Context: an optimization exercise on an open-source flow, tuned for small area and a short achievable clock period. The choices shown serve that exercise and are no tape-out recipe.
RTL that was checked went through simulation tests only; none was proved equivalent to the original.
Only the layout flow was run in run 4; the RTL was not checked for function there.
Power and IR drop assume default switching activity.

==> flow/design.v (outline; a module is shown in full before it is edited, if it fits) <==
// module mul_R: 519 lines
// module mul_G: 531 lines
// module mul_B: 594 lines
// module mul_R_ct: 45 lines
// module mul_G_ct: 45 lines
// module mul_B_ct: 45 lines
// module add25: 92 lines
// module a1_ct23: 45 lines
// module a2_ct23: 45 lines
// module add8: 25 lines
// module add24: 89 lines
// module RGBtoGray: 331 lines
module RGBtoGray (r, g, b, valid_in, clk, rst, grayout, valid_out);
  // ...
==> flow/flow/run.sh <==
#!/bin/bash
# 1. the standard synthesis (standard.sh synth), unchanged.
# 2. flow/invpush.py: full adders are self-dual, so an fa cell can take complemented inputs and
#    give complemented outputs; it flips fa cells where that needs fewer inverters. Registers,
#    ports and every register's and port's logic function stay as synthesis made them.
set -euo pipefail
R=orfs/results/${FLOW_PLATFORM}/RGBtoGray/base
bash standard.sh SETUP_SLACK_MARGIN=8.5 'BUFFER_PORTS_ARGS=-buffer_cell sky130_fd_sc_hd__buf_1' synth > synth.log 2>&1
python3 flow/invpush.py $R/1_2_yosys.v $R/1_2_yosys.inv.v > invpush.log 2>&1
mv $R/1_2_yosys.inv.v $R/1_2_yosys.v
rm -f $R/1_synth.odb
bash standard.sh SETUP_SLACK_MARGIN=8.5 'BUFFER_PORTS_ARGS=-buffer_cell sky130_fd_sc_hd__buf_1' finish > standard_flow.log 2>&1
==> flow/flow/invpush.py <==
#!/usr/bin/env python3
"""Push inverters through full-adder cells in a flat sky130 netlist written by Yosys.
A full adder is self-dual: FA(~a,~b,~c) = (~sum, ~cout). Each fa cell may be flipped to take
complemented inputs and give complemented outputs; the flips are chosen greedily to need the
fewest inverters. The logic function of every net that is a port or a register pin is unchanged.
Usage: invpush.py IN.v OUT.v"""
import re, sys
from collections import defaultdict

src = open(sys.argv[1]).read()
inst_re = re.compile(r'^  (sky130_fd_sc_hd__\w+) (\S+)\s+\((.*?)\n  \);\n', re.S | re.M)
pin_re = re.compile(r'\.(\w+)\(([^()]*)\)')
OUTS = {'X', 'Y', 'Q', 'Q_N', 'SUM', 'COUT', 'HI', 'LO'}
insts = []
for m in inst_re.finditer(src):
    typ, name, body = m.group(1), m.group(2), m.group(3)
    pins = [(p, n.strip()) for p, n in pin_re.findall(body)]
    insts.append(dict(typ=typ, name=name, pins=pins, span=m.span()))
# ports
ports = set()
for m in re.finditer(r'^\s*(input|output)\s+(\[\d+:\d+\])?\s*(\S+);', src, re.M):
    w, n = m.group(2), m.group(3)
    if w:
        hi, lo = map(int, w[1:-1].split(':'))
        for i in range(min(hi, lo), max(hi, lo) + 1): ports.add(f"{n}[{i}]")
    ports.add(n)
def is_inv(t): return re.match(r'sky130_fd_sc_hd__(clk)?inv_\d+$', t) is not None
def is_fa(t): return re.match(r'sky130_fd_sc_hd__fa_\d+$', t) is not None
driver = {}
for k, it in enumerate(insts):
    for p, n in it['pins']:
        if p in OUTS: driver[n] = (k, p)
inv_in = {}
for k, it in enumerate(insts):
    if is_inv(it['typ']):
        d = dict(it['pins']); inv_in[d['Y']] = d['A']
# protected inverters: output is a port
def base(n):
    pol = 0
    seen = 0
    while n in inv_in and n not in ports and seen < 100:
        n = inv_in[n]; pol ^= 1; seen += 1
    return n, pol
removable = set()
for k, it in enumerate(insts):
    if is_inv(it['typ']):
        y = dict(it['pins'])['Y']
        if y not in ports: removable.add(k)
# loads: (inst k, pin p) for input pins of non-removable cells, on net n -> (base, pol)
loads = []
for k, it in enumerate(insts):
    if k in removable: continue
    for p, n in it['pins']:
        if p in OUTS: continue
        if n.startswith("1'") or n == '': continue
        b, pol = base(n)
        loads.append((k, p, b, pol))
fa = [k for k, it in enumerate(insts) if is_fa(it['typ'])
      and not any(p in OUTS and n in ports for p, n in it['pins'])]
flip = defaultdict(int)
def drvflip(b):
    d = driver.get(b)
    return flip[d[0]] if d and is_fa(insts[d[0]]['typ']) else 0
# per base: list of (load k, pol)
byb = defaultdict(list)
for k, p, b, pol in loads: byb[b].append((k, pol))
fa_in = defaultdict(set); fa_out = defaultdict(set)
for k, p, b, pol in loads:
    if is_fa(insts[k]['typ']): fa_in[k].add(b)
for b, (k, p) in driver.items():
    if is_fa(insts[k]['typ']): fa_out[k].add(b)
def cost_b(b):
    av = drvflip(b)
    return 1 if any((pol ^ flip[k]) != av for k, pol in byb[b]) else 0
def local(k):
    return sum(cost_b(b) for b in fa_in[k] | fa_out[k])
before = sum(cost_b(b) for b in byb)
for it_ in range(20):
    changed = 0
    for k in fa:
        c0 = local(k); flip[k] ^= 1; c1 = local(k)
        if c1 < c0: changed += 1
        else: flip[k] ^= 1
    if not changed: break
# then a short deterministic annealing run from the greedy result, keeping the best
import random, math
rng = random.Random(12345)
cur = sum(cost_b(b) for b in byb)
best = cur; best_flip = {k: flip[k] for k in fa}
T = 1.0
steps = 400 * len(fa) if fa else 0
for st in range(steps):
    k = fa[rng.randrange(len(fa))]
    c0 = local(k); flip[k] ^= 1; c1 = local(k)
    dlt = c1 - c0
    if dlt <= 0 or rng.random() < math.exp(-dlt / T):
        cur += dlt
        if cur < best:
            best = cur; best_flip = {k2: flip[k2] for k2 in fa}
    else:
        flip[k] ^= 1
    T = max(0.05, 1.0 * (1 - st / steps))
for k in fa: flip[k] = best_flip[k]
after = sum(cost_b(b) for b in byb)
# rewrite
newinv = {}
cnt = [0]
def inv_net(b):
    if b not in newinv:
        cnt[0] += 1
        newinv[b] = f"_invp{cnt[0]}_"
    return newinv[b]
repl = {}
for k, p, b, pol in loads:
    need = pol ^ flip[k]
    repl[(k, p)] = b if need == drvflip(b) else inv_net(b)
def esc(n):
    return n + ' ' if n.startswith('\\') else n
out = []
pos = 0
for k, it in enumerate(insts):
    s, e = it['span']
    out.append(src[pos:s]); pos = e
    if k in removable: continue
    lines = [f"  {it['typ']} {esc(it['name'])} ("]
    pl = []
    for p, n in it['pins']:
        pl.append(f"    .{p}({esc(repl.get((k, p), n))})")
    lines.append(",\n".join(pl))
    lines.append("  );\n")
    out.append("\n".join(lines))
rest = src[pos:]
extra = []
for b, n in newinv.items():
    extra.append(f"  sky130_fd_sc_hd__inv_1 {n}c (\n    .A({esc(b)}),\n    .Y({n})\n  );\n")
rest = rest.replace("endmodule", "".join(extra) + "endmodule", 1)
out.append(rest)
text = "".join(out)
decl = "".join(f"  wire {n};\n" for n in newinv.values())
text = re.sub(r'(module RGBtoGray\([^)]*\);\n)', lambda m: m.group(1) + decl, text, count=1)
open(sys.argv[2], 'w').write(text)
sys.stderr.write(f"invpush: inverters {len(removable)} -> {len(newinv)} (model {before} -> {after}), flipped {sum(flip[k] for k in fa)} of {len(fa)} fa\n")
==> flow/standard.sh <==
#!/bin/bash
# synth_recipe.tcl (not shown) runs the flow's synth.tcl, then flattens the netlist and writes it again
# the make line also repeats each setting of config.mk as NAME=value (left out here)
make -C /OpenROAD-flow-scripts/flow DESIGN_CONFIG=/design/flow/config.mk WORK_HOME=/design/flow/orfs CLKGATE_MAP_FILE= SYNTH_SCRIPT=/design/flow/synth_recipe.tcl "${@:-finish}"
==> flow/config.mk <==
export PLATFORM = sky130hd
export DESIGN_NAME = RGBtoGray
export DESIGN_NICKNAME = RGBtoGray
export VERILOG_FILES = /design/flow/design.v
export SDC_FILE = /design/flow/constraint.sdc
export NUM_CORES = 4
export LEC_CHECK = 0
export ABC_AREA = 1
export CAP_MARGIN = 20
export CORE_MARGIN = 2
export CORE_UTILIZATION = 60
export CTS_BUF_LIST = sky130_fd_sc_hd__clkbuf_8
export CTS_CLUSTER_DIAMETER = 50
export CTS_CLUSTER_SIZE = 16
export PLACE_DENSITY = 0.8
export SLEW_MARGIN = 20
==> flow/constraint.sdc <==
create_clock -name core_clock -period 12.0 [get_ports {clk}]
set_input_delay 2.4000 -clock core_clock [delete_from_list [all_inputs] [get_ports {clk}]]
set_output_delay 2.4000 -clock core_clock [all_outputs]
set_load 0.01 [all_outputs]
==> impl_results.html, run 1 <==
<table>
<tr><th>Metric</th><th>Value</th></tr>
<tr><th colspan="2">Logic synthesis</th></tr>
<tr><td>Avg Inst Size Synth</td><td>about 9.5 um^2</td></tr>
<tr><td>Warnings from Yosys</td><td>1</td></tr>
<tr><th colspan="2">Cells and area</th></tr>
<tr><td>Largest contributor to cell area by class</td><td>multi-input combinational cells</td></tr>
<tr><td>Commonest non-fill, non-tap cells in the layout</td><td>sky130_fd_sc_hd__nand2_1, sky130_fd_sc_hd__dfxtp_1, sky130_fd_sc_hd__inv_1</td></tr>
<tr><td>Area fraction of clock buffers and clock inverters</td><td>under 10%</td></tr>
<tr><td>Share of cell area taken by multi-input logic gates</td><td>around half</td></tr>
<tr><th colspan="2">Run</th></tr>
<tr><td>Max-capacitance violation count</td><td>0</td></tr>
<tr><th colspan="2">Global routing</th></tr>
<tr><td>Wire length of the first global-routing pass</td><td>164000 um</td></tr>
<tr><td>Highest-utilization routing layer at the global route stage</td><td>met2</td></tr>
<tr><td>Global-route met1 utilization</td><td>33.3%</td></tr>
<tr><td>GRT Resource Usage Total</td><td>26.8%</td></tr>
<tr><th colspan="2">Worst setup path</th></tr>
<tr><td>Maximum fanout count along the critical path</td><td>2</td></tr>
<tr><td>Depth of the worst register-to-register path</td><td>12</td></tr>
<tr><td>Data arrival, critical path</td><td>roughly 4.2 ns</td></tr>
<tr><td>RR Endpoint</td><td>clB_q2</td></tr>
<tr><td>Cell type of the slowest stage on the worst timing path</td><td>sky130_fd_sc_hd__fa_1</td></tr>
<tr><td>Type of the worst setup path</td><td>flip-flop to flip-flop</td></tr>
<tr><td>Kind of cell adding the most delay to the critical path</td><td>adder cells</td></tr>
<tr><td>R2r startpoint</td><td>b_q1[13]</td></tr>
<tr><th colspan="2">Placed design</th></tr>
<tr><td>Number of cells in the design after placement</td><td>5659</td></tr>
<tr><td>Placement-stage worst setup slack</td><td>7.74 ns</td></tr>
<tr><th colspan="2">Detailed routing</th></tr>
<tr><td>Number of vias per cell</td><td>5.39</td></tr>
<tr><td>Routed metal-1 wire length</td><td>about 41000 um</td></tr>
<tr><td>Highest Signal Layer</td><td>met4</td></tr>
<tr><td>Total via count after detailed routing</td><td>~32000</td></tr>
<tr><th colspan="2">Power and ir drop</th></tr>
<tr><td>Switching portion of total power</td><td>44.7%</td></tr>
<tr><td>Flop pwr share</td><td>32.6%</td></tr>
<tr><td>Seq power</td><td>approximately 4.6 mW</td></tr>
<tr><td>Ratio of total power to cell area</td><td>around 280 mW/mm^2</td></tr>
<tr><th colspan="2">Die</th></tr>
<tr><td>Die Y</td><td>276 um</td></tr>
<tr><td>Cell Rows</td><td>99</td></tr>
<tr><td>Die Area</td><td>between 0.07 and 0.08 mm^2</td></tr>
<tr><th colspan="2">STA</th></tr>
<tr><td>Fin crit share</td><td>~30%</td></tr>
<tr><td>Min Clock Period, post-route</td><td>3.61 ns</td></tr>
<tr><th colspan="2">CTS</th></tr>
<tr><td>H-Tree Depth</td><td>3</td></tr>
<tr><td>Cts bufs inserted</td><td>86</td></tr>
<tr><th colspan="2">Status</th></tr>
<tr><td>Result of the run</td><td>complete, no violations</td></tr>
</table>
==> run 2, diff against run 1 <==
==> flow/flow/run.sh (replaced) <==
#!/bin/bash
# 1. the standard synthesis (standard.sh synth), unchanged.
# 2. flow/invpush.py: full adders are self-dual, so an fa cell can take complemented inputs and
#    give complemented outputs; it flips fa cells where that needs fewer inverters. Registers,
#    ports and every register's and port's logic function stay as synthesis made them.
set -euo pipefail
R=orfs/results/${FLOW_PLATFORM}/RGBtoGray/base
bash standard.sh SETUP_SLACK_MARGIN=8.6 'BUFFER_PORTS_ARGS=-buffer_cell sky130_fd_sc_hd__buf_1' synth > synth.log 2>&1
python3 flow/invpush.py $R/1_2_yosys.v $R/1_2_yosys.inv.v > invpush.log 2>&1
mv $R/1_2_yosys.inv.v $R/1_2_yosys.v
rm -f $R/1_synth.odb
bash standard.sh SETUP_SLACK_MARGIN=8.6 'BUFFER_PORTS_ARGS=-buffer_cell sky130_fd_sc_hd__buf_1' finish > standard_flow.log 2>&1
==> impl_results.html, run 2 <==
<table>
<tr><th>Metric</th><th>Value</th></tr>
<tr><th colspan="2">Worst setup path</th></tr>
<tr><td>Depth of the worst register-to-register path</td><td>12 (unchanged)</td></tr>
<tr><td>Data arrival, critical path</td><td>4.18 ns (-0.03 ns)</td></tr>
<tr><td>Crit path buf inv count</td><td>2</td></tr>
<tr><td>Type of the worst setup path</td><td>flip-flop to flip-flop</td></tr>
<tr><td>Largest stage delay, worst path</td><td>0.57 ns</td></tr>
<tr><td>Required time at the worst-slack endpoint</td><td>12.59 ns</td></tr>
<tr><td>Cell type of the slowest stage on the worst timing path</td><td>sky130_fd_sc_hd__fa_1</td></tr>
<tr><td>Cell seen most often among critical-path stages</td><td>sky130_fd_sc_hd__fa_1</td></tr>
<tr><td>Maximum fanout count along the critical path</td><td>3 (+1)</td></tr>
<tr><td>Crit path depth</td><td>12</td></tr>
<tr><td>Endpoint class of the critical path</td><td>flip-flop</td></tr>
<tr><td>Crit path cell chain</td><td>clkinvlp_4 &gt; buf_4 &gt; ha_1 &gt; fa_1 &gt; fa_1 &gt; fa_1 &gt; a22oi_1 &gt; nor3_2 &gt; a311oi_1 &gt; a21boi_2 &gt; o31ai_2 &gt; a21o_1</td></tr>
<tr><td>Kind of cell adding the most delay to the critical path</td><td>adder cells</td></tr>
<tr><td>Element type at the critical path start</td><td>flip-flop</td></tr>
<tr><th colspan="2">Placed design</th></tr>
<tr><td>Input/output buffers</td><td>between 100 and 150</td></tr>
<tr><td>Post-detailed-placement half-perimeter wirelength</td><td>76700 um</td></tr>
<tr><td>Weighted congestion at the end of routability-driven global placement</td><td>0.943</td></tr>
<tr><th colspan="2">STA</th></tr>
<tr><td>Setup repair after global routing missed its margin</td><td>yes</td></tr>
<tr><td>Endpoints failing hold</td><td>0</td></tr>
<tr><td>Final worst clock skew</td><td>0.0304 ns</td></tr>
<tr><td>Fin crit share</td><td>29.9% (-0.15 points)</td></tr>
<tr><td>Final setup violation count</td><td>0</td></tr>
<tr><td>Worst-margin pin slew</td><td>0.851 ns</td></tr>
<tr><td>Post-route worst hold slack</td><td>0.317 ns</td></tr>
<tr><td>Final Max Slew Viols</td><td>0</td></tr>
<tr><td>Upper clock frequency limit</td><td>279 MHz</td></tr>
<tr><td>Min Clock Period, post-route</td><td>3.59 ns (-0.0185 ns)</td></tr>
<tr><td>Post-Route Setup TNS</td><td>0 ns</td></tr>
<tr><td>Slew headroom</td><td>42.7%</td></tr>
<tr><th colspan="2">Global routing</th></tr>
<tr><td>Vias in the first global route</td><td>32570</td></tr>
<tr><td>Aggregate global routing overflow</td><td>0</td></tr>
<tr><td>Largest net degree at the start of global routing</td><td>101</td></tr>
<tr><td>GRT Resource Usage Total</td><td>27.2% (+0.36 points)</td></tr>
<tr><td>Wire length of the first global-routing pass</td><td>166000 um (+1.3%)</td></tr>
<tr><td>Number of antenna violations at the first check in global routing</td><td>1</td></tr>
<tr><th colspan="2">Detailed routing</th></tr>
<tr><td>First-pass detailed-route iteration total</td><td>8</td></tr>
<tr><td>Starting DRT DRC Count</td><td>approximately 2600</td></tr>
<tr><td>Drt drc</td><td>0</td></tr>
<tr><td>Detail-routed net length per standard cell</td><td>17.7 um</td></tr>
<tr><td>Antenna violation net count after detailed routing</td><td>0</td></tr>
<tr><td>Total routed wirelength</td><td>~110000 um</td></tr>
<tr><td>Total via count after detailed routing</td><td>32575 (+0.77%)</td></tr>
<tr><td>Number of vias per cell</td><td>5.42 (+0.47%)</td></tr>
<tr><th colspan="2">CTS</th></tr>
<tr><td>Sinks on the clock net</td><td>860</td></tr>
<tr><td>CTS tree</td><td>built</td></tr>
<tr><td>Master cell of the clock root buffer</td><td>sky130_fd_sc_hd__clkbuf_8</td></tr>
<tr><td>Insertion delay of the later-clocked pin in the worst-skew pair</td><td>0.72 ns</td></tr>
<tr><td>H-Tree Depth</td><td>3 (unchanged)</td></tr>
<tr><td>Clock transition at path regs</td><td>0.09 ns</td></tr>
<tr><td>Maximum count of clock buffers along a single path</td><td>3</td></tr>
<tr><td>Cts bufs inserted</td><td>86 (unchanged)</td></tr>
<tr><th colspan="2">Die</th></tr>
<tr><td>Die Y</td><td>276 um (unchanged)</td></tr>
<tr><td>Cell Rows</td><td>99 (unchanged)</td></tr>
<tr><td>Starting utilization of the core area</td><td>60.8%</td></tr>
<tr><td>Floorplan Core Area</td><td>0.0732 mm^2</td></tr>
<tr><td>Die Area</td><td>0.0764 mm^2 (unchanged)</td></tr>
<tr><td>Die span in x</td><td>276 um</td></tr>
<tr><td>Top-Level Pins</td><td>132</td></tr>
<tr><th colspan="2">Cells and area</th></tr>
<tr><td>Layout cell share with drive strength beyond 1</td><td>between 10% and 20%</td></tr>
<tr><td>Commonest non-fill, non-tap cells in the layout</td><td>sky130_fd_sc_hd__nand2_1, sky130_fd_sc_hd__dfxtp_1, sky130_fd_sc_hd__inv_1</td></tr>
<tr><td>Number of nets in the final layout</td><td>just under 6000</td></tr>
<tr><td>Area overhead of the layout relative to synthesis</td><td>13.6%</td></tr>
<tr><td>Commonest non-fill, non-tap cell in the layout</td><td>sky130_fd_sc_hd__nand2_1</td></tr>
<tr><th colspan="2">Logic synthesis</th></tr>
<tr><td>Avg Inst Size Synth</td><td>9.52 um^2 (unchanged)</td></tr>
<tr><td>Cell area after synthesis</td><td>0.0445 mm^2</td></tr>
<tr><td>Warnings from Yosys</td><td>1 (unchanged)</td></tr>
<tr><td>Gate Count Post-Synth</td><td>4677</td></tr>
<tr><td>Synth Net Count</td><td>5510</td></tr>
<tr><th colspan="2">Hold path</th></tr>
<tr><td>Tightest Hold Check Type</td><td>flip-flop to flip-flop</td></tr>
<tr><td>Worst hold path stage count</td><td>0</td></tr>
<tr><th colspan="2">Status</th></tr>
<tr><td>Result of the run</td><td>complete, no violations</td></tr>
<tr><th colspan="2">Power and ir drop</th></tr>
<tr><td>Total leakage power</td><td>approximately 23 nW</td></tr>
<tr><td>Ratio of total power to cell area</td><td>282 mW/mm^2 (+0.13%)</td></tr>
<tr><td>VDD IR-drop max</td><td>0.186 mV</td></tr>
<tr><th colspan="2">Run</th></tr>
<tr><td>Max-capacitance violation count</td><td>0 (unchanged)</td></tr>
</table>
[run 2: worst paths after layout]
path	startpoint	end	slack, ns
hold reg to reg	fB2_q6[20]	fB2_q7[20]	0.32
setup / recovery	b_q1[7]	clB_q2	8.41
hold / removal	fB2_q6[20]	fB2_q7[20]	0.32
setup reg to reg	b_q1[7]	clB_q2	8.41
[run 2: timing repair]
item,CTS,global route
endpoints found under the hold margin,0,0
endpoints found under the setup margin,187,156
setup buffers,76,108
gates resized for setup,216,196
hold buffers,0,0
pin swaps,28,84
cloned,5,16
[run 2: power by group]
part	switching [mW]	total (mW)	internal, mW	leakage [nW]
Clock	1.10	1.97	0.871	0.951
Sequential	0.689	4.65	3.96	7.24
Combinational	4.62	7.64	3.02	15.0
Total	6.40	14.3	7.85	23.2
[run 2: metal layers]
layer	global-route usage (%)	part of all wire (%)	vias up	routed length, um
met4	12.0	5.0	0	5320
li1	-	-	15366	-
met2	46.5	49	1368	51900
met3	4.60	6.5	408	6960
met5	0	0	-	0
met1	33.9	40	15433	42400
[run 2: layout make-up]
cell class / count / area [um^2]
diodes: 1 / 2.50
clock buffers: 94 / 1290
clock inverters: 53 / 598
fillers: 5237 / 22600
inverters: 573 / 2340
multi-input cells: 3142 / 25500
flip-flops and latches: 860 / 17500
well taps: 959 / 1200
repair buffers: 328 / 2210
[run 2: metrics by stage]
| step | power [mW] | worst slack [ns] | std cells | area [um^2] | utilization, % |
|---|---|---|---|---|---|
| 2_1_floorplan | 9.56 | 8.58 | 4677 | 44600 | - |
| 4_1_cts | 13.6 | 8.39 | 5885 | 48900 | 66.7 |
| 3_3_place_gp | 11.1 | 7.81 | 5657 | 45800 | 62.6 |
| 3_5_place_dp | 11.3 | 7.73 | 5657 | 45800 | 62.6 |
| 5_1_grt | 15.5 | 8.25 | 6010 | 50600 | 69.1 |
| 6_report | 14.3 | 8.41 | 6010 | 50600 | 69.1 |
==> run 3, diff against run 2 <==
==> flow/flow/run.sh (replaced) <==
#!/bin/bash
# 1. the standard synthesis (standard.sh synth), unchanged.
# 2. flow/invpush.py: full adders are self-dual, so an fa cell can take complemented inputs and
#    give complemented outputs; it flips fa cells where that needs fewer inverters. Registers,
#    ports and every register's and port's logic function stay as synthesis made them.
set -euo pipefail
R=orfs/results/${FLOW_PLATFORM}/RGBtoGray/base
bash standard.sh SETUP_SLACK_MARGIN=8.4 'BUFFER_PORTS_ARGS=-buffer_cell sky130_fd_sc_hd__buf_1' synth > synth.log 2>&1
python3 flow/invpush.py $R/1_2_yosys.v $R/1_2_yosys.inv.v > invpush.log 2>&1
mv $R/1_2_yosys.inv.v $R/1_2_yosys.v
rm -f $R/1_synth.odb
bash standard.sh SETUP_SLACK_MARGIN=8.4 'BUFFER_PORTS_ARGS=-buffer_cell sky130_fd_sc_hd__buf_1' finish > standard_flow.log 2>&1
--- a/flow/config.mk
+++ b/flow/config.mk
@@ -10,7 +10,7 @@
 export CORE_MARGIN = 2
 export CORE_UTILIZATION = 60
 export CTS_BUF_LIST = sky130_fd_sc_hd__clkbuf_8
-export CTS_CLUSTER_DIAMETER = 50
-export CTS_CLUSTER_SIZE = 16
+export CTS_CLUSTER_DIAMETER = 55
+export CTS_CLUSTER_SIZE = 20
 export PLACE_DENSITY = 0.8
 export SLEW_MARGIN = 20
==> impl_results.html, run 3 <==
<table>
<tr><th>Metric</th><th>Value</th></tr>
<tr><th colspan="2">Die</th></tr>
<tr><td>Die span in x</td><td>276 um (unchanged)</td></tr>
<tr><td>Starting utilization of the core area</td><td>60.8% (unchanged)</td></tr>
<tr><td>Die Y</td><td>276 um (unchanged)</td></tr>
<tr><td>Floorplan Core Area</td><td>0.0732 mm^2 (unchanged)</td></tr>
<tr><td>Die Area</td><td>0.0764 mm^2 (unchanged)</td></tr>
<tr><td>Cell Rows</td><td>99 (unchanged)</td></tr>
<tr><td>Top-Level Pins</td><td>132 (unchanged)</td></tr>
<tr><th colspan="2">Cells and area</th></tr>
<tr><td>Layout cell share with drive strength beyond 1</td><td>11.6% (-2.5 points)</td></tr>
<tr><td>Area overhead of the layout relative to synthesis</td><td>11.6%</td></tr>
<tr><td>Final core utilization</td><td>67.9% (-1.2 points)</td></tr>
<tr><td>Finished layout cell area</td><td>0.0497 mm^2 (-1.8%)</td></tr>
<tr><td>Commonest non-fill, non-tap cells in the layout</td><td>sky130_fd_sc_hd__nand2_1, sky130_fd_sc_hd__dfxtp_1, sky130_fd_sc_hd__inv_1</td></tr>
<tr><td>Count of non-filler cells in the finished layout</td><td>5965 (-0.75%)</td></tr>
<tr><td>Number of nets in the final layout</td><td>5789 (-0.60%)</td></tr>
<tr><td>Commonest non-fill, non-tap cell in the layout</td><td>sky130_fd_sc_hd__nand2_1</td></tr>
<tr><th colspan="2">Power and ir drop</th></tr>
<tr><td>Net Sw Power</td><td>6.27 mW (-2.1%)</td></tr>
<tr><td>VDD IR-drop max</td><td>0.170 mV (-8.8%)</td></tr>
<tr><td>Internal power</td><td>7.53 mW (-4.1%)</td></tr>
<tr><td>Total power of the final layout</td><td>13.8 mW (-3.2%)</td></tr>
<tr><td>Flop pwr share</td><td>33.4% (+0.8 points)</td></tr>
<tr><td>Combinational Power Share</td><td>53.7% (about the same)</td></tr>
<tr><td>Total leakage power</td><td>22.9 nW (-1.3%)</td></tr>
<tr><td>Ratio of total power to cell area</td><td>278 mW/mm^2 (-1.4%)</td></tr>
<tr><td>Proportion of power drawn by the clock network</td><td>12.9% (-0.9 points)</td></tr>
<tr><td>Switching portion of total power</td><td>45.4% (+0.50 points)</td></tr>
<tr><th colspan="2">Worst setup path</th></tr>
<tr><td>R2r startpoint</td><td>b_q1[2]</td></tr>
<tr><td>Required time at the worst-slack endpoint</td><td>12.59 ns (about the same)</td></tr>
<tr><td>Element type at the critical path start</td><td>flip-flop</td></tr>
<tr><td>Cell seen most often among critical-path stages</td><td>sky130_fd_sc_hd__fa_1</td></tr>
<tr><td>Largest stage delay, worst path</td><td>0.60 ns (+0.03 ns)</td></tr>
<tr><td>Data arrival, critical path</td><td>4.30 ns (+0.12 ns)</td></tr>
<tr><td>Type of the worst setup path</td><td>flip-flop to flip-flop</td></tr>
<tr><td>Cell type of the slowest stage on the worst timing path</td><td>sky130_fd_sc_hd__fa_1</td></tr>
<tr><td>Endpoint class of the critical path</td><td>flip-flop</td></tr>
<tr><td>Crit path cell chain</td><td>clkinvlp_4 &gt; buf_4 &gt; fa_1 &gt; fa_1 &gt; fa_1 &gt; fa_1 &gt; nor2_1 &gt; nor2_1 &gt; o21ai_2 &gt; a21oi_1 &gt; a211oi_2 &gt; o31ai_2 &gt; a21o_1</td></tr>
<tr><td>Maximum fanout count along the critical path</td><td>3 (unchanged)</td></tr>
<tr><td>Kind of cell adding the most delay to the critical path</td><td>adder cells</td></tr>
<tr><td>Crit path buf inv count</td><td>2 (unchanged)</td></tr>
<tr><td>Start point of the critical path</td><td>b_q1[2]</td></tr>
<tr><th colspan="2">Detailed routing</th></tr>
<tr><td>Total via count after detailed routing</td><td>32340 (-0.72%)</td></tr>
<tr><td>Total routed wirelength</td><td>107000 um (+0.77%)</td></tr>
<tr><td>Drt drc</td><td>0 (unchanged)</td></tr>
<tr><td>First-pass detailed-route iteration total</td><td>6 (-2)</td></tr>
<tr><td>Antenna violation net count after detailed routing</td><td>0 (unchanged)</td></tr>
<tr><td>Detail-routed net length per standard cell</td><td>18.0 um (+1.5%)</td></tr>
<tr><td>Number of vias per cell</td><td>5.42 (about the same)</td></tr>
<tr><td>Starting DRT DRC Count</td><td>2440 (-5.4%)</td></tr>
<tr><th colspan="2">CTS</th></tr>
<tr><td>CTS tree</td><td>built</td></tr>
<tr><td>Master cell of the clock root buffer</td><td>sky130_fd_sc_hd__clkbuf_8</td></tr>
<tr><td>Clock transition at path regs</td><td>0.09 ns (about the same)</td></tr>
<tr><td>Insertion delay of the later-clocked pin in the worst-skew pair</td><td>0.71 ns (about the same)</td></tr>
<tr><td>Sinks on the clock net</td><td>860 (unchanged)</td></tr>
<tr><td>H-Tree Depth</td><td>3 (unchanged)</td></tr>
<tr><td>Maximum count of clock buffers along a single path</td><td>3 (unchanged)</td></tr>
<tr><td>Cts bufs inserted</td><td>73 (-15%)</td></tr>
<tr><th colspan="2">STA</th></tr>
<tr><td>Slew headroom</td><td>43.1% (+0.40 points)</td></tr>
<tr><td>Setup repair after global routing missed its margin</td><td>yes</td></tr>
<tr><td>Post-route worst hold slack</td><td>0.323 ns (+0.00570 ns)</td></tr>
<tr><td>Min Clock Period, post-route</td><td>3.71 ns (+0.120 ns)</td></tr>
<tr><td>Final Max Slew Viols</td><td>0 (unchanged)</td></tr>
<tr><td>Final setup violation count</td><td>0 (unchanged)</td></tr>
<tr><td>Final critical-path setup slack</td><td>8.29 ns (-0.120 ns)</td></tr>
<tr><td>Upper clock frequency limit</td><td>270 MHz (-3.2%)</td></tr>
<tr><td>Worst-margin pin slew</td><td>0.852 ns (+0.000690 ns)</td></tr>
<tr><td>Final worst clock skew</td><td>0.0321 ns (+0.00175 ns)</td></tr>
<tr><td>Endpoints failing hold</td><td>0 (unchanged)</td></tr>
<tr><td>Post-Route Setup TNS</td><td>0 ns (unchanged)</td></tr>
<tr><td>Fin crit share</td><td>30.9% (+1.0 points)</td></tr>
<tr><th colspan="2">Placed design</th></tr>
<tr><td>Weighted congestion at the end of routability-driven global placement</td><td>0.990 (+4.9%)</td></tr>
<tr><td>Number of cells in the design after placement</td><td>5659 (+0.035%)</td></tr>
<tr><td>Input/output buffers</td><td>131 (unchanged)</td></tr>
<tr><td>Post-detailed-placement half-perimeter wirelength</td><td>75300 um (-1.8%)</td></tr>
<tr><td>Placement-stage worst setup slack</td><td>7.71 ns (-0.0156 ns)</td></tr>
<tr><td>Cell Area, Placed</td><td>0.0458 mm^2 (about the same)</td></tr>
<tr><th colspan="2">Global routing</th></tr>
<tr><td>Number of antenna violations at the first check in global routing</td><td>4 (+3)</td></tr>
<tr><td>Aggregate global routing overflow</td><td>0 (unchanged)</td></tr>
<tr><td>GRT Resource Usage Total</td><td>26.2% (-1.0 points)</td></tr>
<tr><td>Vias in the first global route</td><td>31784 (-2.4%)</td></tr>
<tr><td>Largest net degree at the start of global routing</td><td>101 (unchanged)</td></tr>
<tr><td>Wire length of the first global-routing pass</td><td>160000 um (-3.5%)</td></tr>
<tr><th colspan="2">Logic synthesis</th></tr>
<tr><td>Avg Inst Size Synth</td><td>9.52 um^2 (unchanged)</td></tr>
<tr><td>Synth Net Count</td><td>5510 (unchanged)</td></tr>
<tr><td>Cell area after synthesis</td><td>0.0445 mm^2 (unchanged)</td></tr>
<tr><td>Gate Count Post-Synth</td><td>4677 (unchanged)</td></tr>
<tr><td>Warnings from Yosys</td><td>1 (unchanged)</td></tr>
<tr><th colspan="2">Hold path</th></tr>
<tr><td>Tightest Hold Check Type</td><td>flip-flop to flip-flop</td></tr>
<tr><td>Worst hold path startpoint</td><td>a1_el_q4[2]</td></tr>
<tr><th colspan="2">Run</th></tr>
<tr><td>Max-capacitance violation count</td><td>0 (unchanged)</td></tr>
<tr><th colspan="2">Status</th></tr>
<tr><td>Result of the run</td><td>complete, no violations</td></tr>
</table>
-- run 3: cell types whose count changed in the layout (fill, tap and decap cells not counted), moves of 14 or more --
cell / previous run / this run
sky130_fd_sc_hd__nand2_1: 1008 / 1036
sky130_fd_sc_hd__nand2_2: 54 / 31
sky130_fd_sc_hd__clkbuf_8: 94 / 75
sky130_fd_sc_hd__buf_4: 182 / 164
sky130_fd_sc_hd__inv_1: 517 / 534
sky130_fd_sc_hd__dfxtp_4: 56 / 42
-- run 3: final cells by class --
| class | instances | area [um^2] |
|---|---|---|
| tap | 959 | 1200 |
| sequential | 860 | 17400 |
| fill | 5353 | 23500 |
| clock inverter | 49 | 567 |
| inverter | 573 | 2310 |
| timing repair buffer | 308 | 2000 |
| multi-input combinational | 3140 | 25200 |
| clock buffer | 75 | 1030 |
| antenna | 1 | 2.50 |
-- run 3: final timing paths --
| kind | endpoint | slack (ns) | cells after the start |
|---|---|---|---|
| worst max-delay path | clB_q2 | 8.29 | 13 |
| worst min-delay path | a1_el_q5[2] | 0.32 | 0 |
| worst max register to register | clB_q2 | 8.29 | 13 |
| worst min register to register | a1_el_q5[2] | 0.32 | 0 |
-- run 3: what timing repair did --
action | in CTS | in global routing
hold buffers | 0 | 0
pin swaps | 12 | 50
gates resized for setup | 162 | 141
setup endpoints to repair | 129 | 103
gates cloned | 3 | 16
buffers inserted | 50 | 112
-- run 3: worst reg2reg max path: stages, from the launching register on --
cell and delay [ns]:
sky130_fd_sc_hd__dfxtp_4 0.37, sky130_fd_sc_hd__clkinvlp_4 0.12, sky130_fd_sc_hd__buf_4 0.17, sky130_fd_sc_hd__fa_1 0.60, sky130_fd_sc_hd__fa_1 0.50, sky130_fd_sc_hd__fa_1 0.60, sky130_fd_sc_hd__fa_1 0.44, sky130_fd_sc_hd__nor2_1 0.12
sky130_fd_sc_hd__nor2_1 0.06, sky130_fd_sc_hd__o21ai_2 0.08, sky130_fd_sc_hd__a21oi_1 0.09, sky130_fd_sc_hd__a211oi_2 0.19, sky130_fd_sc_hd__o31ai_2 0.11, sky130_fd_sc_hd__a21o_1 0.16
-- run 3: layer usage --
metal / track usage, % / vias up / part of all wire, %
met4: 11.1 / 4 / 5.1
met2: 45.1 / 1338 / 49
met5: 0 / - / 0.034
li1: - / 15251 / -
met3: 5.10 / 424 / 7.2
met1: 32.1 / 15323 / 39
-- run 3: power by group through the flow --
stage	Combinational (mW)	Sequential [mW]	Clock [mW]
after global placement	6.41	4.64	0
after detailed placement	6.62	4.67	0
after floorplan	5.15	4.40	0
after CTS	6.88	4.61	1.83
after global routing	8.34	4.71	1.94
final	7.41	4.60	1.79
==> module RGBtoGray, before the edit <==
module RGBtoGray (r, g, b, valid_in, clk, rst, grayout, valid_out);
  input [31:0] r, g, b;
  input valid_in, clk, rst;
  output [31:0] grayout;
  output valid_out;
  reg [31:0] r_q1;
  always @(posedge clk) r_q1 <= r;
  reg [31:0] g_q1;
  always @(posedge clk) g_q1 <= g;
  reg [31:0] b_q1;
  always @(posedge clk) b_q1 <= b;
  wire [24:0] haR, hbR; wire clR;
  mul_R umR(.f(r_q1[22:0]), .ha(haR), .hb(hbR), .cl(clR));
  wire [0:0] hR = (r_q1[22:0] >= 23'd5639165);
  wire [7:0] eR = r_q1[30:23] + 8'd254 + {7'd0, hR};
  wire [0:0] sR = r_q1[31];
  wire [0:0] ziR = (r_q1[30:23] == 8'd0);
  wire [24:0] haG, hbG; wire clG;
  mul_G umG(.f(g_q1[22:0]), .ha(haG), .hb(hbG), .cl(clG));
  wire [0:0] hG = (g_q1[22:0] >= 23'd5902036);
  wire [7:0] eG = g_q1[30:23] + 8'd255 + {7'd0, hG};
  wire [0:0] sG = g_q1[31];
  wire [0:0] ziG = (g_q1[30:23] == 8'd0);
  wire [24:0] haB, hbB; wire clB;
  mul_B umB(.f(b_q1[22:0]), .ha(haB), .hb(hbB), .cl(clB));
  wire [0:0] hB = (b_q1[22:0] >= 23'd809428);
  wire [7:0] eB = b_q1[30:23] + 8'd252 + {7'd0, hB};
  wire [0:0] sB = b_q1[31];
  wire [0:0] ziB = (b_q1[30:23] == 8'd0);
  wire [0:0] zR = ziR | (eR == 8'd0);
  wire [0:0] zG = ziG | (eG == 8'd0);
  reg [24:0] haR_q2;
  always @(posedge clk) haR_q2 <= haR;
  reg [24:0] hbR_q2;
  always @(posedge clk) hbR_q2 <= hbR;
  reg [0:0] clR_q2;
  always @(posedge clk) clR_q2 <= clR;
  reg [0:0] hR_q2;
  always @(posedge clk) hR_q2 <= hR;
  reg [7:0] eR_q2;
  always @(posedge clk) eR_q2 <= eR;
  reg [0:0] sR_q2;
  always @(posedge clk) sR_q2 <= sR;
  reg [24:0] haG_q2;
  always @(posedge clk) haG_q2 <= haG;
  reg [24:0] hbG_q2;
  always @(posedge clk) hbG_q2 <= hbG;
  reg [0:0] clG_q2;
  always @(posedge clk) clG_q2 <= clG;
  reg [0:0] hG_q2;
  always @(posedge clk) hG_q2 <= hG;
  reg [7:0] eG_q2;
  always @(posedge clk) eG_q2 <= eG;
  reg [0:0] sG_q2;
  always @(posedge clk) sG_q2 <= sG;
  reg [24:0] haB_q2;
  always @(posedge clk) haB_q2 <= haB;
  reg [24:0] hbB_q2;
  always @(posedge clk) hbB_q2 <= hbB;
  reg [0:0] clB_q2;
  always @(posedge clk) clB_q2 <= clB;
  reg [0:0] hB_q2;
  always @(posedge clk) hB_q2 <= hB;
  reg [7:0] eB_q2;
  always @(posedge clk) eB_q2 <= eB;
  reg [0:0] sB_q2;
  always @(posedge clk) sB_q2 <= sB;
  reg [0:0] ziB_q2;
  always @(posedge clk) ziB_q2 <= ziB;
  reg [0:0] zR_q2;
  always @(posedge clk) zR_q2 <= zR;
  reg [0:0] zG_q2;
  always @(posedge clk) zG_q2 <= zG;
  wire [7:0] a1_dxy, a1_dyx; wire a1_cxy, a1_cyx;
  add8 a1_usxy(.a(eG_q2), .b(~eR_q2), .ci(1'b1), .s(a1_dxy), .co(a1_cxy));
  add8 a1_usyx(.a(eR_q2), .b(~eG_q2), .ci(1'b1), .s(a1_dyx), .co(a1_cyx));
  wire [0:0] a1_exlt = ~a1_cxy;
  wire [0:0] a1_eq = a1_cxy & a1_cyx;
  wire [7:0] a1_d = ~a1_cxy ? a1_dyx : a1_dxy;
  wire [24:0] pR; wire pcR;
  add25 uadR(.a(haR_q2), .b(hbR_q2), .ci(clR_q2), .s(pR), .co(pcR));
  wire [22:0] fR = hR_q2 ? pR[23:1] : pR[22:0];
  wire [24:0] pG; wire pcG;
  add25 uadG(.a(haG_q2), .b(hbG_q2), .ci(clG_q2), .s(pG), .co(pcG));
  wire [22:0] fG = hG_q2 ? pG[23:1] : pG[22:0];
  wire [24:0] pB; wire pcB;
  add25 uadB(.a(haB_q2), .b(hbB_q2), .ci(clB_q2), .s(pB), .co(pcB));
  wire [22:0] fB = hB_q2 ? pB[23:1] : pB[22:0];
  wire [0:0] sB2 = ziB_q2 ? 1'b0 : sB_q2;
  wire [7:0] eB2 = ziB_q2 ? 8'd0 : eB_q2;
  wire [22:0] fB2 = ziB_q2 ? 23'd0 : fB;
  reg [0:0] sR_q3;
  always @(posedge clk) sR_q3 <= sR_q2;
  reg [7:0] eR_q3;
  always @(posedge clk) eR_q3 <= eR_q2;
  reg [22:0] fR_q3;
  always @(posedge clk) fR_q3 <= fR;
  reg [0:0] zR_q3;
  always @(posedge clk) zR_q3 <= zR_q2;
  reg [0:0] sG_q3;
  always @(posedge clk) sG_q3 <= sG_q2;
  reg [7:0] eG_q3;
  always @(posedge clk) eG_q3 <= eG_q2;
  reg [22:0] fG_q3;
  always @(posedge clk) fG_q3 <= fG;
  reg [0:0] zG_q3;
  always @(posedge clk) zG_q3 <= zG_q2;
  reg [0:0] sB2_q3;
  always @(posedge clk) sB2_q3 <= sB2;
  reg [7:0] eB2_q3;
  always @(posedge clk) eB2_q3 <= eB2;
  reg [22:0] fB2_q3;
  always @(posedge clk) fB2_q3 <= fB2;
  reg [7:0] a1_d_q3;
  always @(posedge clk) a1_d_q3 <= a1_d;
  reg [0:0] a1_exlt_q3;
  always @(posedge clk) a1_exlt_q3 <= a1_exlt;
  reg [0:0] a1_eq_q3;
  always @(posedge clk) a1_eq_q3 <= a1_eq;
  wire [0:0] a1_sely = ~zR_q3 & (zG_q3 | a1_exlt_q3);
  wire [7:0] a1_el = a1_sely ? eR_q3 : eG_q3;
  wire [22:0] a1_flE = a1_sely ? fR_q3 : fG_q3;
  wire [22:0] a1_fsE = a1_sely ? fG_q3 : fR_q3;
  wire [0:0] a1_nz = ~zG_q3 & ~zR_q3;
  wire [0:0] a1_zxy = zG_q3 & zR_q3;
  wire a1_fxge;
  a1_ct23 a1_ucmp(.a(fG_q3), .b(~fR_q3), .ci(1'b1), .co(a1_fxge));
  wire [0:0] a1_swm = a1_nz & a1_eq_q3 & ~a1_fxge;
  wire [0:0] a1_sl = (a1_sely | a1_swm) ? sR_q3 : sG_q3;
  wire [0:0] a1_sub = sG_q3 ^ sR_q3;
  wire [0:0] a1_kill = zG_q3 | zR_q3 | (a1_d_q3[7:5] != 3'd0) | (a1_d_q3[4:3] == 2'b11);
  wire [23:0] a1_a0 = {1'b1, a1_fsE};
  wire [23:0] a1_a1 = a1_d_q3[0] ? {1'b0, a1_a0[23:1]} : a1_a0;
  wire [23:0] a1_a2 = a1_d_q3[1] ? {2'b0, a1_a1[23:2]} : a1_a1;
  wire [23:0] a1_a3 = a1_d_q3[2] ? {4'b0, a1_a2[23:4]} : a1_a2;
  wire [23:0] a1_a4 = a1_d_q3[3] ? {8'b0, a1_a3[23:8]} : a1_a3;
  wire [23:0] a1_a5 = a1_d_q3[4] ? {16'b0, a1_a4[23:16]} : a1_a4;
  wire [23:0] a1_msE = a1_kill ? 24'd0 : a1_a5;
  wire [22:0] a1_fl = a1_flE;
  wire [23:0] a1_ms = a1_msE;
  reg [7:0] a1_el_q4;
  always @(posedge clk) a1_el_q4 <= a1_el;
  reg [22:0] a1_fl_q4;
  always @(posedge clk) a1_fl_q4 <= a1_fl;
  reg [23:0] a1_ms_q4;
  always @(posedge clk) a1_ms_q4 <= a1_ms;
  reg [0:0] a1_sl_q4;
  always @(posedge clk) a1_sl_q4 <= a1_sl;
  reg [0:0] a1_sub_q4;
  always @(posedge clk) a1_sub_q4 <= a1_sub;
  reg [0:0] a1_zxy_q4;
  always @(posedge clk) a1_zxy_q4 <= a1_zxy;
  reg [0:0] a1_nz_q4;
  always @(posedge clk) a1_nz_q4 <= a1_nz;
  reg [0:0] a1_swm_q4;
  always @(posedge clk) a1_swm_q4 <= a1_swm;
  reg [0:0] sB2_q4;
  always @(posedge clk) sB2_q4 <= sB2_q3;
  reg [7:0] eB2_q4;
  always @(posedge clk) eB2_q4 <= eB2_q3;
  reg [22:0] fB2_q4;
  always @(posedge clk) fB2_q4 <= fB2_q3;
  wire [23:0] a1_ma; wire a1_mc;
  add24 a1_uadd(.a({1'b1, a1_fl_q4}), .b(a1_ms_q4 ^ {24{a1_sub_q4}}), .ci(a1_sub_q4 & ~a1_swm_q4), .s(a1_ma), .co(a1_mc));
  wire [24:0] a1_m = {a1_mc & ~a1_sub_q4, a1_ma};
  reg [7:0] a1_el_q5;
  always @(posedge clk) a1_el_q5 <= a1_el_q4;
  reg [24:0] a1_m_q5;
  always @(posedge clk) a1_m_q5 <= a1_m;
  reg [0:0] a1_sl_q5;
  always @(posedge clk) a1_sl_q5 <= a1_sl_q4;
  reg [0:0] a1_zxy_q5;
  always @(posedge clk) a1_zxy_q5 <= a1_zxy_q4;
  reg [0:0] a1_nz_q5;
  always @(posedge clk) a1_nz_q5 <= a1_nz_q4;
  reg [0:0] a1_swm_q5;
  always @(posedge clk) a1_swm_q5 <= a1_swm_q4;
  reg [0:0] sB2_q5;
  always @(posedge clk) sB2_q5 <= sB2_q4;
  reg [7:0] eB2_q5;
  always @(posedge clk) eB2_q5 <= eB2_q4;
  reg [22:0] fB2_q5;
  always @(posedge clk) fB2_q5 <= fB2_q4;
  wire [23:0] a1_n0 = a1_m_q5[23:0] ^ {24{a1_swm_q5}};
  wire a1_z16 = (a1_n0[23:8] == 16'd0);
  wire [23:0] a1_n1 = a1_z16 ? {a1_n0[7:0], 16'd0} : a1_n0;
  wire a1_z8 = (a1_n1[23:16] == 8'd0);
  wire [23:0] a1_n2 = a1_z8 ? {a1_n1[15:0], 8'd0} : a1_n1;
  wire a1_z4 = (a1_n2[23:20] == 4'd0);
  wire [23:0] a1_n3 = a1_z4 ? {a1_n2[19:0], 4'd0} : a1_n2;
  wire a1_z2 = (a1_n3[23:22] == 2'd0);
  wire [23:0] a1_n4 = a1_z2 ? {a1_n3[21:0], 2'd0} : a1_n3;
  wire a1_z1 = ~a1_n4[23];
  wire [23:0] a1_n5 = a1_z1 ? {a1_n4[22:0], 1'b0} : a1_n4;
  wire [0:0] a1_mz = ~a1_m_q5[24] & ~a1_n4[23] & ~a1_n4[22];
  wire [22:0] a1_fo = a1_m_q5[24] ? a1_m_q5[23:1] : a1_n5[22:0];
  wire [5:0] a1_lzn = {a1_m_q5[24], ~a1_z16, ~a1_z8, ~a1_z4, ~a1_z2, ~a1_z1};
  reg [7:0] a1_el_q6;
  always @(posedge clk) a1_el_q6 <= a1_el_q5;
  reg [5:0] a1_lzn_q6;
  always @(posedge clk) a1_lzn_q6 <= a1_lzn;
  reg [22:0] a1_fo_q6;
  always @(posedge clk) a1_fo_q6 <= a1_fo;
  reg [0:0] a1_mz_q6;
  always @(posedge clk) a1_mz_q6 <= a1_mz;
  reg [0:0] a1_sl_q6;
  always @(posedge clk) a1_sl_q6 <= a1_sl_q5;
  reg [0:0] a1_zxy_q6;
  always @(posedge clk) a1_zxy_q6 <= a1_zxy_q5;
  reg [0:0] a1_nz_q6;
  always @(posedge clk) a1_nz_q6 <= a1_nz_q5;
  reg [0:0] sB2_q6;
  always @(posedge clk) sB2_q6 <= sB2_q5;
  reg [7:0] eB2_q6;
  always @(posedge clk) eB2_q6 <= eB2_q5;
  reg [22:0] fB2_q6;
  always @(posedge clk) fB2_q6 <= fB2_q5;
  wire [7:0] a1_eadd; wire a1_eco;
  add8 a1_uexp(.a(a1_el_q6), .b(a1_lzn_q6[5] ? 8'd0 : {3'b111, a1_lzn_q6[4:0]}), .ci(1'b1), .s(a1_eadd), .co(a1_eco));
  wire [7:0] a1_eo = a1_mz_q6 ? 8'd0 : a1_eadd;
  wire [0:0] a1_so = a1_mz_q6 ? 1'b0 : a1_sl_q6;
  wire [22:0] a1_fo2 = a1_fo_q6;
  wire [0:0] a1_zo = a1_zxy_q6 | (a1_nz_q6 & (a1_eo == 8'd0));
  wire [7:0] a2_dxy, a2_dyx; wire a2_cxy, a2_cyx;
  add8 a2_usxy(.a(eB2_q6), .b(~a1_eo), .ci(1'b1), .s(a2_dxy), .co(a2_cxy));
  add8 a2_usyx(.a(a1_eo), .b(~eB2_q6), .ci(1'b1), .s(a2_dyx), .co(a2_cyx));
  wire [0:0] a2_exlt = ~a2_cxy;
  wire [0:0] a2_eq = a2_cxy & a2_cyx;
  wire [7:0] a2_d = ~a2_cxy ? a2_dyx : a2_dxy;
  reg [0:0] a1_so_q7;
  always @(posedge clk) a1_so_q7 <= a1_so;
  reg [7:0] a1_eo_q7;
  always @(posedge clk) a1_eo_q7 <= a1_eo;
  reg [22:0] a1_fo2_q7;
  always @(posedge clk) a1_fo2_q7 <= a1_fo2;
  reg [0:0] a1_zo_q7;
  always @(posedge clk) a1_zo_q7 <= a1_zo;
  reg [0:0] sB2_q7;
  always @(posedge clk) sB2_q7 <= sB2_q6;
  reg [7:0] eB2_q7;
  always @(posedge clk) eB2_q7 <= eB2_q6;
  reg [22:0] fB2_q7;
  always @(posedge clk) fB2_q7 <= fB2_q6;
  reg [7:0] a2_d_q7;
  always @(posedge clk) a2_d_q7 <= a2_d;
  reg [0:0] a2_exlt_q7;
  always @(posedge clk) a2_exlt_q7 <= a2_exlt;
  reg [0:0] a2_eq_q7;
  always @(posedge clk) a2_eq_q7 <= a2_eq;
  wire [0:0] zBx = (eB2_q7 == 8'd0);
  wire [0:0] a2_sely = ~a1_zo_q7 & (zBx | a2_exlt_q7);
  wire [7:0] a2_el = a2_sely ? a1_eo_q7 : eB2_q7;
  wire [22:0] a2_flE = a2_sely ? a1_fo2_q7 : fB2_q7;
  wire [22:0] a2_fsE = a2_sely ? fB2_q7 : a1_fo2_q7;
  wire [0:0] a2_nz = ~zBx & ~a1_zo_q7;
  wire [0:0] a2_zxy = zBx & a1_zo_q7;
  wire a2_fxge;
  a2_ct23 a2_ucmp(.a(fB2_q7), .b(~a1_fo2_q7), .ci(1'b1), .co(a2_fxge));
  wire [0:0] a2_swm = a2_nz & a2_eq_q7 & ~a2_fxge;
  wire [0:0] a2_sl = (a2_sely | a2_swm) ? a1_so_q7 : sB2_q7;
  wire [0:0] a2_sub = sB2_q7 ^ a1_so_q7;
  wire [0:0] a2_kill = zBx | a1_zo_q7 | (a2_d_q7[7:5] != 3'd0) | (a2_d_q7[4:3] == 2'b11);
  wire [23:0] a2_a0 = {1'b1, a2_fsE};
  wire [23:0] a2_a1 = a2_d_q7[0] ? {1'b0, a2_a0[23:1]} : a2_a0;
  wire [23:0] a2_a2 = a2_d_q7[1] ? {2'b0, a2_a1[23:2]} : a2_a1;
  wire [23:0] a2_a3 = a2_d_q7[2] ? {4'b0, a2_a2[23:4]} : a2_a2;
  wire [23:0] a2_a4 = a2_d_q7[3] ? {8'b0, a2_a3[23:8]} : a2_a3;
  wire [23:0] a2_a5 = a2_d_q7[4] ? {16'b0, a2_a4[23:16]} : a2_a4;
  wire [23:0] a2_msE = a2_kill ? 24'd0 : a2_a5;
  wire [22:0] a2_fl = a2_flE;
  wire [23:0] a2_ms = a2_msE;
  reg [7:0] a2_el_q8;
  always @(posedge clk) a2_el_q8 <= a2_el;
  reg [22:0] a2_fl_q8;
  always @(posedge clk) a2_fl_q8 <= a2_fl;
  reg [23:0] a2_ms_q8;
  always @(posedge clk) a2_ms_q8 <= a2_ms;
  reg [0:0] a2_sl_q8;
  always @(posedge clk) a2_sl_q8 <= a2_sl;
  reg [0:0] a2_sub_q8;
  always @(posedge clk) a2_sub_q8 <= a2_sub;
  reg [0:0] a2_swm_q8;
  always @(posedge clk) a2_swm_q8 <= a2_swm;
  wire [23:0] a2_ma; wire a2_mc;
  add24 a2_uadd(.a({1'b1, a2_fl_q8}), .b(a2_ms_q8 ^ {24{a2_sub_q8}}), .ci(a2_sub_q8 & ~a2_swm_q8), .s(a2_ma), .co(a2_mc));
  wire [24:0] a2_m = {a2_mc & ~a2_sub_q8, a2_ma};
  reg [7:0] a2_el_q9;
  always @(posedge clk) a2_el_q9 <= a2_el_q8;
  reg [24:0] a2_m_q9;
  always @(posedge clk) a2_m_q9 <= a2_m;
  reg [0:0] a2_sl_q9;
  always @(posedge clk) a2_sl_q9 <= a2_sl_q8;
  reg [0:0] a2_swm_q9;
  always @(posedge clk) a2_swm_q9 <= a2_swm_q8;
  wire [23:0] a2_n0 = a2_m_q9[23:0] ^ {24{a2_swm_q9}};
  wire a2_z16 = (a2_n0[23:8] == 16'd0);
  wire [23:0] a2_n1 = a2_z16 ? {a2_n0[7:0], 16'd0} : a2_n0;
  wire a2_z8 = (a2_n1[23:16] == 8'd0);
  wire [23:0] a2_n2 = a2_z8 ? {a2_n1[15:0], 8'd0} : a2_n1;
  wire a2_z4 = (a2_n2[23:20] == 4'd0);
  wire [23:0] a2_n3 = a2_z4 ? {a2_n2[19:0], 4'd0} : a2_n2;
  wire a2_z2 = (a2_n3[23:22] == 2'd0);
  wire [23:0] a2_n4 = a2_z2 ? {a2_n3[21:0], 2'd0} : a2_n3;
  wire a2_z1 = ~a2_n4[23];
  wire [23:0] a2_n5 = a2_z1 ? {a2_n4[22:0], 1'b0} : a2_n4;
  wire [0:0] a2_mz = ~a2_m_q9[24] & ~a2_n4[23] & ~a2_n4[22];
  wire [22:0] a2_fo = a2_m_q9[24] ? a2_m_q9[23:1] : a2_n5[22:0];
  wire [5:0] a2_lzn = {a2_m_q9[24], ~a2_z16, ~a2_z8, ~a2_z4, ~a2_z2, ~a2_z1};
  reg [7:0] a2_el_q10;
  always @(posedge clk) a2_el_q10 <= a2_el_q9;
  reg [5:0] a2_lzn_q10;
  always @(posedge clk) a2_lzn_q10 <= a2_lzn;
  reg [22:0] a2_fo_q10;
  always @(posedge clk) a2_fo_q10 <= a2_fo;
  reg [0:0] a2_mz_q10;
  always @(posedge clk) a2_mz_q10 <= a2_mz;
  reg [0:0] a2_sl_q10;
  always @(posedge clk) a2_sl_q10 <= a2_sl_q9;
  wire [7:0] a2_eadd; wire a2_eco;
  add8 a2_uexp(.a(a2_el_q10), .b(a2_lzn_q10[5] ? 8'd0 : {3'b111, a2_lzn_q10[4:0]}), .ci(1'b1), .s(a2_eadd), .co(a2_eco));
  wire [7:0] a2_eo = a2_mz_q10 ? 8'd0 : a2_eadd;
  wire [0:0] a2_so = a2_mz_q10 ? 1'b0 : a2_sl_q10;
  wire [22:0] a2_fo2 = a2_fo_q10;
  wire [31:0] gout = {a2_so, a2_eo, a2_fo2};
  reg [31:0] gout_q11;
  always @(posedge clk) gout_q11 <= gout;
  assign grayout = gout_q11;
  reg [10:0] vp;
  always @(posedge clk) vp <= rst ? 11'd0 : {vp[9:0], valid_in};
  assign valid_out = vp[10];
endmodule
==> run 4, diff against run 3 <==
--- a/flow/design.v
+++ b/flow/design.v
@@ -2084,19 +2084,19 @@
   always @(posedge clk) g_q1 <= g;
   reg [31:0] b_q1;
   always @(posedge clk) b_q1 <= b;
-  wire [24:0] haR, hbR; wire clR;
+  wire [24:0] haR, hbR; wire [0:0] clR;
   mul_R umR(.f(r_q1[22:0]), .ha(haR), .hb(hbR), .cl(clR));
   wire [0:0] hR = (r_q1[22:0] >= 23'd5639165);
   wire [7:0] eR = r_q1[30:23] + 8'd254 + {7'd0, hR};
   wire [0:0] sR = r_q1[31];
   wire [0:0] ziR = (r_q1[30:23] == 8'd0);
-  wire [24:0] haG, hbG; wire clG;
+  wire [24:0] haG, hbG; wire [0:0] clG;
   mul_G umG(.f(g_q1[22:0]), .ha(haG), .hb(hbG), .cl(clG));
   wire [0:0] hG = (g_q1[22:0] >= 23'd5902036);
   wire [7:0] eG = g_q1[30:23] + 8'd255 + {7'd0, hG};
   wire [0:0] sG = g_q1[31];
   wire [0:0] ziG = (g_q1[30:23] == 8'd0);
-  wire [24:0] haB, hbB; wire clB;
+  wire [24:0] haB, hbB; wire [0:0] clB;
   mul_B umB(.f(b_q1[22:0]), .ha(haB), .hb(hbB), .cl(clB));
   wire [0:0] hB = (b_q1[22:0] >= 23'd809428);
   wire [7:0] eB = b_q1[30:23] + 8'd252 + {7'd0, hB};
==> flow/flow/run.sh (replaced) <==
#!/bin/bash
# 1. the standard synthesis (standard.sh synth), unchanged.
# 2. flow/invpush.py: full adders are self-dual, so an fa cell can take complemented inputs and
#    give complemented outputs; it flips fa cells where that needs fewer inverters. Registers,
#    ports and every register's and port's logic function stay as synthesis made them.
set -euo pipefail
R=orfs/results/${FLOW_PLATFORM}/RGBtoGray/base
bash standard.sh SETUP_SLACK_MARGIN=8.5 'BUFFER_PORTS_ARGS=-buffer_cell sky130_fd_sc_hd__buf_1' synth > synth.log 2>&1
python3 flow/invpush.py $R/1_2_yosys.v $R/1_2_yosys.inv.v > invpush.log 2>&1
mv $R/1_2_yosys.inv.v $R/1_2_yosys.v
rm -f $R/1_synth.odb
bash standard.sh SETUP_SLACK_MARGIN=8.5 'BUFFER_PORTS_ARGS=-buffer_cell sky130_fd_sc_hd__buf_1' finish > standard_flow.log 2>&1
--- a/flow/config.mk
+++ b/flow/config.mk
@@ -9,8 +9,8 @@
 export CAP_MARGIN = 20
 export CORE_MARGIN = 2
 export CORE_UTILIZATION = 60
-export CTS_BUF_LIST = sky130_fd_sc_hd__clkbuf_8
-export CTS_CLUSTER_DIAMETER = 55
-export CTS_CLUSTER_SIZE = 20
+export CTS_BUF_LIST = sky130_fd_sc_hd__clkbuf_16
+export CTS_CLUSTER_DIAMETER = 60
+export CTS_CLUSTER_SIZE = 25
 export PLACE_DENSITY = 0.8
 export SLEW_MARGIN = 20
==> impl_results.html, run 4 <==
<table>
<tr><th>Metric</th><th>Value</th></tr>
<tr><th colspan="2">Status</th></tr>
<tr><td>Result of the run</td><td>complete, no violations</td></tr>
<tr><th colspan="2">Die</th></tr>
<tr><td>Top-Level Pins</td><td>132 (unchanged)</td></tr>
<tr><td>Die Area</td><td>0.0764 mm^2 (unchanged)</td></tr>
<tr><td>Cell Rows</td><td>99 (unchanged)</td></tr>
<tr><td>Floorplan Core Area</td><td>0.0732 mm^2 (unchanged)</td></tr>
<tr><td>Starting utilization of the core area</td><td>60.8% (unchanged)</td></tr>
<tr><td>Die span in x</td><td>276 um (unchanged)</td></tr>
<tr><td>Die Y</td><td>276 um (unchanged)</td></tr>
<tr><th colspan="2">CTS</th></tr>
<tr><td>Master cell of the clock root buffer</td><td>sky130_fd_sc_hd__clkbuf_16</td></tr>
<tr><td>CTS tree</td><td>built</td></tr>
<tr><td>H-Tree Depth</td><td>2 (-1)</td></tr>
<tr><td>Insertion delay of the later-clocked pin in the worst-skew pair</td><td>0.66 ns (-0.05 ns)</td></tr>
<tr><td>Clock transition at path regs</td><td>0.08 ns (about the same)</td></tr>
<tr><td>Maximum count of clock buffers along a single path</td><td>3 (unchanged)</td></tr>
<tr><td>Sinks on the clock net</td><td>860 (unchanged)</td></tr>
<tr><td>Cts bufs inserted</td><td>59 (-19%)</td></tr>
<tr><th colspan="2">Worst setup path</th></tr>
<tr><td>Required time at the worst-slack endpoint</td><td>12.59 ns (about the same)</td></tr>
<tr><td>Data arrival, critical path</td><td>4.31 ns (about the same)</td></tr>
<tr><td>Endpoint class of the critical path</td><td>flip-flop</td></tr>
<tr><td>Maximum fanout count along the critical path</td><td>5 (+2)</td></tr>
<tr><td>Type of the worst setup path</td><td>flip-flop to flip-flop</td></tr>
<tr><td>Element type at the critical path start</td><td>flip-flop</td></tr>
<tr><th colspan="2">STA</th></tr>
<tr><td>Final worst clock skew</td><td>0.0322 ns (+0.0000501 ns)</td></tr>
<tr><td>Worst-margin pin slew</td><td>0.951 ns (+0.0993 ns)</td></tr>
<tr><td>Endpoints failing hold</td><td>0 (unchanged)</td></tr>
<tr><td>Min Clock Period, post-route</td><td>3.72 ns (+0.0165 ns)</td></tr>
<tr><td>Slew headroom</td><td>36.0% (-7.1 points)</td></tr>
<tr><td>Post-Route Setup TNS</td><td>0 ns (unchanged)</td></tr>
<tr><td>Final Max Slew Viols</td><td>0 (unchanged)</td></tr>
<tr><td>Final critical-path setup slack</td><td>8.28 ns (-0.0165 ns)</td></tr>
<tr><td>Setup repair after global routing missed its margin</td><td>yes</td></tr>
<tr><td>Fin crit share</td><td>31.0% (+0.14 points)</td></tr>
<tr><td>Final setup violation count</td><td>0 (unchanged)</td></tr>
<tr><td>Post-route worst hold slack</td><td>0.304 ns (-0.0185 ns)</td></tr>
<tr><td>Upper clock frequency limit</td><td>269 MHz (-0.44%)</td></tr>
<tr><th colspan="2">Logic synthesis</th></tr>
<tr><td>Synth Net Count</td><td>5510 (unchanged)</td></tr>
<tr><td>Warnings from Yosys</td><td>1 (unchanged)</td></tr>
<tr><td>Gate Count Post-Synth</td><td>4677 (unchanged)</td></tr>
<tr><td>Avg Inst Size Synth</td><td>9.52 um^2 (unchanged)</td></tr>
<tr><td>Cell area after synthesis</td><td>0.0445 mm^2 (unchanged)</td></tr>
<tr><th colspan="2">Global routing</th></tr>
<tr><td>Largest net degree at the start of global routing</td><td>97 (-4.0%)</td></tr>
<tr><td>Vias in the first global route</td><td>32158 (+1.2%)</td></tr>
<tr><td>Number of antenna violations at the first check in global routing</td><td>2 (-2)</td></tr>
<tr><td>Wire length of the first global-routing pass</td><td>165000 um (+3.1%)</td></tr>
<tr><td>GRT Resource Usage Total</td><td>27.0% (+0.86 points)</td></tr>
<tr><td>Aggregate global routing overflow</td><td>0 (unchanged)</td></tr>
<tr><th colspan="2">Placed design</th></tr>
<tr><td>Weighted congestion at the end of routability-driven global placement</td><td>0.984 (-0.60%)</td></tr>
<tr><td>Post-detailed-placement half-perimeter wirelength</td><td>75800 um (+0.58%)</td></tr>
<tr><td>Placement-stage worst setup slack</td><td>7.74 ns (+0.0258 ns)</td></tr>
<tr><td>Number of cells in the design after placement</td><td>5659 (unchanged)</td></tr>
<tr><td>Input/output buffers</td><td>131 (unchanged)</td></tr>
<tr><th colspan="2">Cells and area</th></tr>
<tr><td>Count of non-filler cells in the finished layout</td><td>5941 (-0.40%)</td></tr>
<tr><td>Commonest non-fill, non-tap cells in the layout</td><td>sky130_fd_sc_hd__nand2_1, sky130_fd_sc_hd__dfxtp_1, sky130_fd_sc_hd__inv_1</td></tr>
<tr><td>Layout cell share with drive strength beyond 1</td><td>12.9% (+1.3 points)</td></tr>
<tr><td>Commonest non-fill, non-tap cell in the layout</td><td>sky130_fd_sc_hd__nand2_1</td></tr>
<tr><td>Number of nets in the final layout</td><td>5772 (-0.29%)</td></tr>
<tr><td>Number of filler cells placed in the layout</td><td>5212 (-2.6%)</td></tr>
<tr><td>Area of all sequential standard cells</td><td>0.0174 mm^2 (about the same)</td></tr>
<tr><td>Multi-input gate area in the final layout</td><td>0.0254 mm^2 (+1.0%)</td></tr>
<tr><td>Area overhead of the layout relative to synthesis</td><td>13.6%</td></tr>
<tr><th colspan="2">Power and ir drop</th></tr>
<tr><td>Total power of the final layout</td><td>14.5 mW (+5.0%)</td></tr>
<tr><td>Ratio of total power to cell area</td><td>287 mW/mm^2 (+3.1%)</td></tr>
<tr><td>VDD IR-drop max</td><td>0.173 mV (+2.1%)</td></tr>
<tr><td>Total leakage power</td><td>23.2 nW (+1.3%)</td></tr>
<tr><th colspan="2">Detailed routing</th></tr>
<tr><td>Detail-routed net length per standard cell</td><td>18.2 um (+1.3%)</td></tr>
<tr><td>Total routed wirelength</td><td>108000 um (+0.85%)</td></tr>
<tr><td>Starting DRT DRC Count</td><td>2749 (+13%)</td></tr>
<tr><td>First-pass detailed-route iteration total</td><td>6 (unchanged)</td></tr>
<tr><td>Total via count after detailed routing</td><td>32467 (+0.39%)</td></tr>
<tr><td>Antenna violation net count after detailed routing</td><td>0 (unchanged)</td></tr>
<tr><td>Drt drc</td><td>0 (unchanged)</td></tr>
<tr><td>Number of vias per cell</td><td>5.46 (+0.80%)</td></tr>
<tr><th colspan="2">Run</th></tr>
<tr><td>Max-capacitance violation count</td><td>0 (unchanged)</td></tr>
<tr><th colspan="2">Hold path</th></tr>
<tr><td>Tightest Hold Check Type</td><td>flip-flop to flip-flop</td></tr>
</table>
-- run 4: power breakdown --
part	leakage, nW	switching [mW]	internal (mW)
Sequential	7.24	0.671	3.96
Combinational	14.9	4.67	3.02
Clock	1.03	1.15	1.02
Total	23.2	6.49	8.00
-- run 4: critical path, stage by stage (launching register included) --
cell and delay [ns]:
sky130_fd_sc_hd__dfxtp_4 0.43, sky130_fd_sc_hd__clkinvlp_4 0.20, sky130_fd_sc_hd__fa_1 0.56, sky130_fd_sc_hd__fa_1 0.46, sky130_fd_sc_hd__fa_1 0.51, sky130_fd_sc_hd__fa_1 0.62, sky130_fd_sc_hd__nor2_2 0.07, sky130_fd_sc_hd__nor2_2 0.17
sky130_fd_sc_hd__o21ai_2 0.10, sky130_fd_sc_hd__buf_4 0.14, sky130_fd_sc_hd__o31ai_2 0.26, sky130_fd_sc_hd__a21o_1 0.14
-- run 4: final cells by class --
type                            instances  area share [%]
Sequential cell                       860            34.5
Inverter                              573            4.61
Tap cell                              959            2.37
Multi-Input combinational cell       3138            50.3
Timing Repair Buffer                  307            4.07
Clock inverter                         42            1.18
Antenna cell                            1         0.00495
Clock buffer                           61            3.02
-- run 4: path summary, 6_finish.rpt --
kind | slack (ns) | from | cells past startpoint | endpoint
setup / recovery | 8.28 | b_q1[1] | 11 | clB_q2
hold / removal | 0.30 | a1_fo_q6[20] | 0 | a1_fo2_q7[20]
setup reg to reg | 8.28 | b_q1[1] | 11 | clB_q2
hold reg to reg | 0.30 | a1_fo_q6[20] | 0 | a1_fo2_q7[20]
-- run 4: per-layer routing --
layer,vias to the layer above,wire length (um),track usage [%]
met5,-,13,0
met4,2,5630,11.7
met3,401,7840,5.60
met2,1407,52700,45.9
met1,15408,42100,33.5
li1,15249,-,-
-- run 4: what timing repair did --
item / in CTS / in global routing
hold buffers: 0 / 0
resized for setup: 208 / 194
buffers inserted: 70 / 91
cloned: 5 / 12
hold endpoints to repair: 0 / 0
pin swaps: 17 / 83
setup endpoints to repair: 148 / 146
-- run 4: metrics by stage --
| step | area, um^2 | util, % |
|---|---|---|
| 2_1_floorplan | 44500 | - |
| 3_3_place_gp | 45800 | 62.5 |
| 3_5_place_dp | 45800 | 62.5 |
| 4_1_cts | 49000 | 66.9 |
| 5_1_grt | 50500 | 69.1 |
| 6_report | 50600 | 69.1 |

==> port drivers added, routing unchanged <==
The flow's constraints put no driver on any port. The routed layouts listed below were extracted and timed again, unchanged, in two steps.
Step 1: set_driving_cell puts a clkbuf_16 on clk and a buf_2 on each other input, an assumption about the parent block.
Step 2 times the ports against the registers' clock, not the clock port: input delays grow and output delays shrink by t, the midpoint of the rising clock arrivals with the driver on.
a / b / c = ideal ports / drivers / drivers and shift; a / b = the first two.
| run | t (ns) | slack for setup (ns) |
|---|---|---|
| run 1 | 0.768 | 8.394 / 8.377 / 8.394 |
| run 2 | 0.768 | 8.413 / 8.381 / 8.413 |
| run 3 | 0.758 | 8.293 / 8.293 / 8.293 |
| run 4 | 0.705 | 8.277 / 8.277 / 8.277 |
After both steps every run listed still meets setup and hold.
